From an optimization exercise on the open Yosys and OpenROAD flow, aimed at small area, a short achievable clock period and few clock cycles per item; shortcuts taken in it are not production practice.

==> flow/design.v <==
module div_step #(
    parameter R = 8,
    parameter L = 8,
    parameter M1 = 0
) (
    input  [R+L-1:0] rq,       
    input  [R-1:0]   dv,       
    input            qen,
    input            qinv,
    output [R+L-1:0] rq_next
);
    wire [R:0]   t    = rq[R+L-1:L-1];        
    wire [R+1:0] diff = {1'b0, t} + {2'b11, ~dv} + (M1 ? 1'b0 : 1'b1);    
    wire         ge   = ~diff[R+1];
    wire [R-1:0] rem  = ge ? diff[R-1:0] : t[R-1:0];
    assign rq_next = {rem, rq[L-2:0], (ge & qen) ^ qinv};
endmodule
module rgb2hsv_clk (
    input pclk,
    input rst,  
    input enable,  
    input[23:0] RGB24,
    output[24:0] HSV25,
    output reg hsv_done
);
localparam LAST = 4'd10;
reg [3:0]  cnt;       
reg        c1, c2;    
reg [7:0]  vmax;      
reg [7:0]  dm1;       
reg [15:0] srq;       
reg [13:0] hrq;       
reg [1:0]  sel;       
reg        neg;       
always @(posedge pclk) begin
    c1  <= enable;
    c2  <= c1;
    if (rst) begin
        cnt <= 4'd0;
        hsv_done <= 1'b0;
    end else begin
        if (enable)
            cnt <= 4'd1;
        else if (cnt == LAST)
            cnt <= 4'd0;
        else if (cnt != 4'd0)
            cnt <= cnt + 4'd1;
        hsv_done <= cnt == LAST;
    end
end
wire [7:0] r = srq[15:8];
wire [7:0] g = srq[7:0];
wire [7:0] b = hrq[7:0];
wire r_ge_g = r >= g;
wire r_ge_b = r >= b;
wire g_ge_b = g >= b;
wire rmax = r_ge_g & r_ge_b;
wire gmax = ~rmax & g_ge_b;
wire [7:0] mx  = rmax ? r : (gmax ? g : b);
wire [7:0] mid = rmax ? (g_ge_b ? g : b) : gmax ? (r_ge_b ? r : b) : (r_ge_g ? r : g);
wire [7:0] mn  = rmax ? (g_ge_b ? b : g) : gmax ? (r_ge_b ? b : r) : (r_ge_g ? g : r);
wire [1:0] f_sel = rmax ? 2'd0 : (gmax ? 2'd1 : 2'd2);
wire f_neg = rmax ? ~g_ge_b : gmax ? r_ge_b & (r != b) : ~r_ge_g;
wire [7:0] f_dm1 = vmax + dm1;
wire [7:0] f_x   = dm1 - hrq[7:0];
wire nz = ~&dm1;
wire [15:0] s_next;
div_step #(.R(8), .L(8)) u_s (.rq(srq), .dv(vmax), .qen(nz), .qinv(1'b0), .rq_next(s_next));
wire [13:0] h_next;
div_step #(.R(8), .L(6), .M1(1)) u_h (.rq(hrq), .dv(dm1), .qen(1'b1), .qinv(neg), .rq_next(h_next));
wire [13:0] h60 = {hrq[7:0], 6'd0} - {4'd0, hrq[7:0], 2'd0};
wire [5:0]  hq = hrq[5:0];
wire [8:0]  base = sel == 2'd0 ? (neg ? 9'd297 : 9'd0) :
                   sel == 2'd1 ? (neg ? 9'd57 : 9'd120) :
                                 (neg ? 9'd177 : 9'd240);
wire [8:0]  hue = base + {3'd0, hq};
always @(posedge pclk) begin
    if (c1) begin
        vmax <= mx;
        sel  <= f_sel;
        neg  <= f_neg;
    end
    if (c1)
        dm1  <= ~mn;
    else if (c2)
        dm1  <= f_dm1;
end
always @(posedge pclk) begin
    if (enable)
        srq <= RGB24[23:8];
    else if (c2)
        srq <= {f_dm1, ~f_dm1};
    else
        srq <= s_next;
    if (enable)
        hrq <= {6'd0, RGB24[7:0]};
    else if (c1)
        hrq <= {6'd0, ~mid};
    else if (c2)
        hrq <= {6'd0, f_x};
    else if (cnt == 4'd3)
        hrq <= h60;
    else if (cnt == LAST)
        hrq <= {5'd0, hue};
    else
        hrq <= h_next;
end
assign HSV25 = {hrq[8:0], srq[7:0], vmax};
endmodule
export LEC_CHECK = 0
export CAP_MARGIN = 20
export CORE_MARGIN = 2
export CORE_UTILIZATION = 40
export SLEW_MARGIN = 20
create_clock -name core_clock -period 8.0 [get_ports {pclk}]
standard.sh (not shown) runs the stock make flow with config.mk's settings and CLKGATE_MAP_FILE= SYNTH_SCRIPT=/design/flow/synth_recipe.tcl, a recipe that flattens the netlist after the stock synthesis.
==> flow/flow/run.sh <==
#!/bin/bash
# Layout flow: the standard ORFS flow, with the ORFS variables listed in
# flow/make_args.txt (one VAR=value per line) added to its make command line,
# e.g. a tighter SETUP_SLACK_MARGIN for the timing repair.  If flow/abc.script
# exists, synthesis uses it as ABC's mapping script; everything else, and
# every later step, is the standard flow.  Each step's full output goes to a
# log file in this folder; ORFS's own logs stay under orfs/logs.
set -euo pipefail
ARGS=()
while IFS= read -r line; do
  [[ -z "$line" || "$line" == \#* ]] && continue
  ARGS+=("$line")
done < flow/make_args.txt
if [[ -f flow/abc.script ]]; then
  mkdir -p scripts_abc
  for f in "$FLOW_HOME"/scripts/*; do ln -sf "$f" scripts_abc/; done
  rm -f scripts_abc/abc_speed.script
  cp flow/abc.script scripts_abc/abc_speed.script
  bash standard.sh SCRIPTS_DIR="$PWD/scripts_abc" "${ARGS[@]}" synth > synth.log 2>&1
fi
bash standard.sh "${ARGS[@]}" finish > finish.log 2>&1
==> flow/flow/abc.script <==
&get -n
&st
&syn2
&dch -f
&nf -R 1000
&put
buffer -c
upsize -c
dnsize -c
==> flow/flow/make_args.txt <==
SETUP_SLACK_MARGIN=4.8
ADDER_MAP_FILE=
BUFFER_PORTS_ARGS=-buffer_cell sky130_fd_sc_hd__buf_1
CTS_BUF_LIST=sky130_fd_sc_hd__clkbuf_4 sky130_fd_sc_hd__clkbuf_8
The baseline ran to the end with no violations.
==> next run, changes <==
--- a/flow/design.v
+++ b/flow/design.v
@@ -20,24 +20,21 @@
     input rst,  
     input enable,  
     input[23:0] RGB24,
     output[24:0] HSV25,
     output reg hsv_done
 );
-localparam LAST = 4'd10;
+localparam LAST = 4'd9;
 reg [3:0]  cnt;       
-reg        c1, c2;    
 reg [7:0]  vmax;      
 reg [7:0]  dm1;       
 reg [15:0] srq;       
 reg [13:0] hrq;       
 reg [1:0]  sel;       
 reg        neg;       
 always @(posedge pclk) begin
-    c1  <= enable;
-    c2  <= c1;
     if (rst) begin
         cnt <= 4'd0;
         hsv_done <= 1'b0;
     end else begin
         if (enable)
             cnt <= 4'd1;
@@ -45,12 +42,13 @@
             cnt <= 4'd0;
         else if (cnt != 4'd0)
             cnt <= cnt + 4'd1;
         hsv_done <= cnt == LAST;
     end
 end
+wire c1 = cnt == 4'd1;
 wire [7:0] r = srq[15:8];
 wire [7:0] g = srq[7:0];
 wire [7:0] b = hrq[7:0];
 wire r_ge_g = r >= g;
 wire r_ge_b = r >= b;
 wire g_ge_b = g >= b;
@@ -58,14 +56,14 @@
 wire gmax = ~rmax & g_ge_b;
 wire [7:0] mx  = rmax ? r : (gmax ? g : b);
 wire [7:0] mid = rmax ? (g_ge_b ? g : b) : gmax ? (r_ge_b ? r : b) : (r_ge_g ? r : g);
 wire [7:0] mn  = rmax ? (g_ge_b ? b : g) : gmax ? (r_ge_b ? b : r) : (r_ge_g ? g : r);
 wire [1:0] f_sel = rmax ? 2'd0 : (gmax ? 2'd1 : 2'd2);
 wire f_neg = rmax ? ~g_ge_b : gmax ? r_ge_b & (r != b) : ~r_ge_g;
-wire [7:0] f_dm1 = vmax + dm1;
-wire [7:0] f_x   = dm1 - hrq[7:0];
+wire [7:0] f_dm1 = mx + ~mn;
+wire [7:0] f_x   = mid - mn;
 wire nz = ~&dm1;
 wire [15:0] s_next;
 div_step #(.R(8), .L(8)) u_s (.rq(srq), .dv(vmax), .qen(nz), .qinv(1'b0), .rq_next(s_next));
 wire [13:0] h_next;
 div_step #(.R(8), .L(6), .M1(1)) u_h (.rq(hrq), .dv(dm1), .qen(1'b1), .qinv(neg), .rq_next(h_next));
 wire [13:0] h60 = {hrq[7:0], 6'd0} - {4'd0, hrq[7:0], 2'd0};
@@ -76,32 +74,27 @@
 wire [8:0]  hue = base + {3'd0, hq};
 always @(posedge pclk) begin
     if (c1) begin
         vmax <= mx;
         sel  <= f_sel;
         neg  <= f_neg;
+        dm1  <= f_dm1;
     end
-    if (c1)
-        dm1  <= ~mn;
-    else if (c2)
-        dm1  <= f_dm1;
 end
 always @(posedge pclk) begin
     if (enable)
         srq <= RGB24[23:8];
-    else if (c2)
+    else if (c1)
         srq <= {f_dm1, ~f_dm1};
     else
         srq <= s_next;
     if (enable)
         hrq <= {6'd0, RGB24[7:0]};
     else if (c1)
-        hrq <= {6'd0, ~mid};
-    else if (c2)
         hrq <= {6'd0, f_x};
-    else if (cnt == 4'd3)
+    else if (cnt == 4'd2)
         hrq <= h60;
     else if (cnt == LAST)
         hrq <= {5'd0, hue};
     else
         hrq <= h_next;
 end
Result:
- register-to-register slack loses 710 ps
- first-iteration DRC count climbs by well over a third
- via count climbs by about a fifth
- worst setup slack loses 710 ps
- clock-buffer cell count is unchanged
No functional check of the RTL was part of any run of this note.

port drivers added, routing unchanged:
In the flow no input, the clock included, has a driving cell. The finished layouts below were timed again as built, in two steps.
Step 1 (the two cells are an assumption about what drives the block):
set clk [get_ports {pclk}]
set_driving_cell -lib_cell sky130_fd_sc_hd__clkbuf_16 $clk
set_driving_cell -lib_cell sky130_fd_sc_hd__buf_2 [delete_from_list [all_inputs] $clk]
Step 2 moves the port delays by t, midway between the first and last clock arrival at a register: inputs arrive t later, outputs are due t later. That takes back most of the time a late clock gives input paths.
a / b / c = ideal / step 1 / step 2; a / b = the first two.
run | t (ns) | setup slack, ns | cell pins on the clock port's net
the first run | 0.354 | 4.967 / 4.967 / 4.967 | 1
the second run | 0.377 | 4.260 / 4.260 / 4.260 | 1
After both steps setup and hold are still met in every run listed.
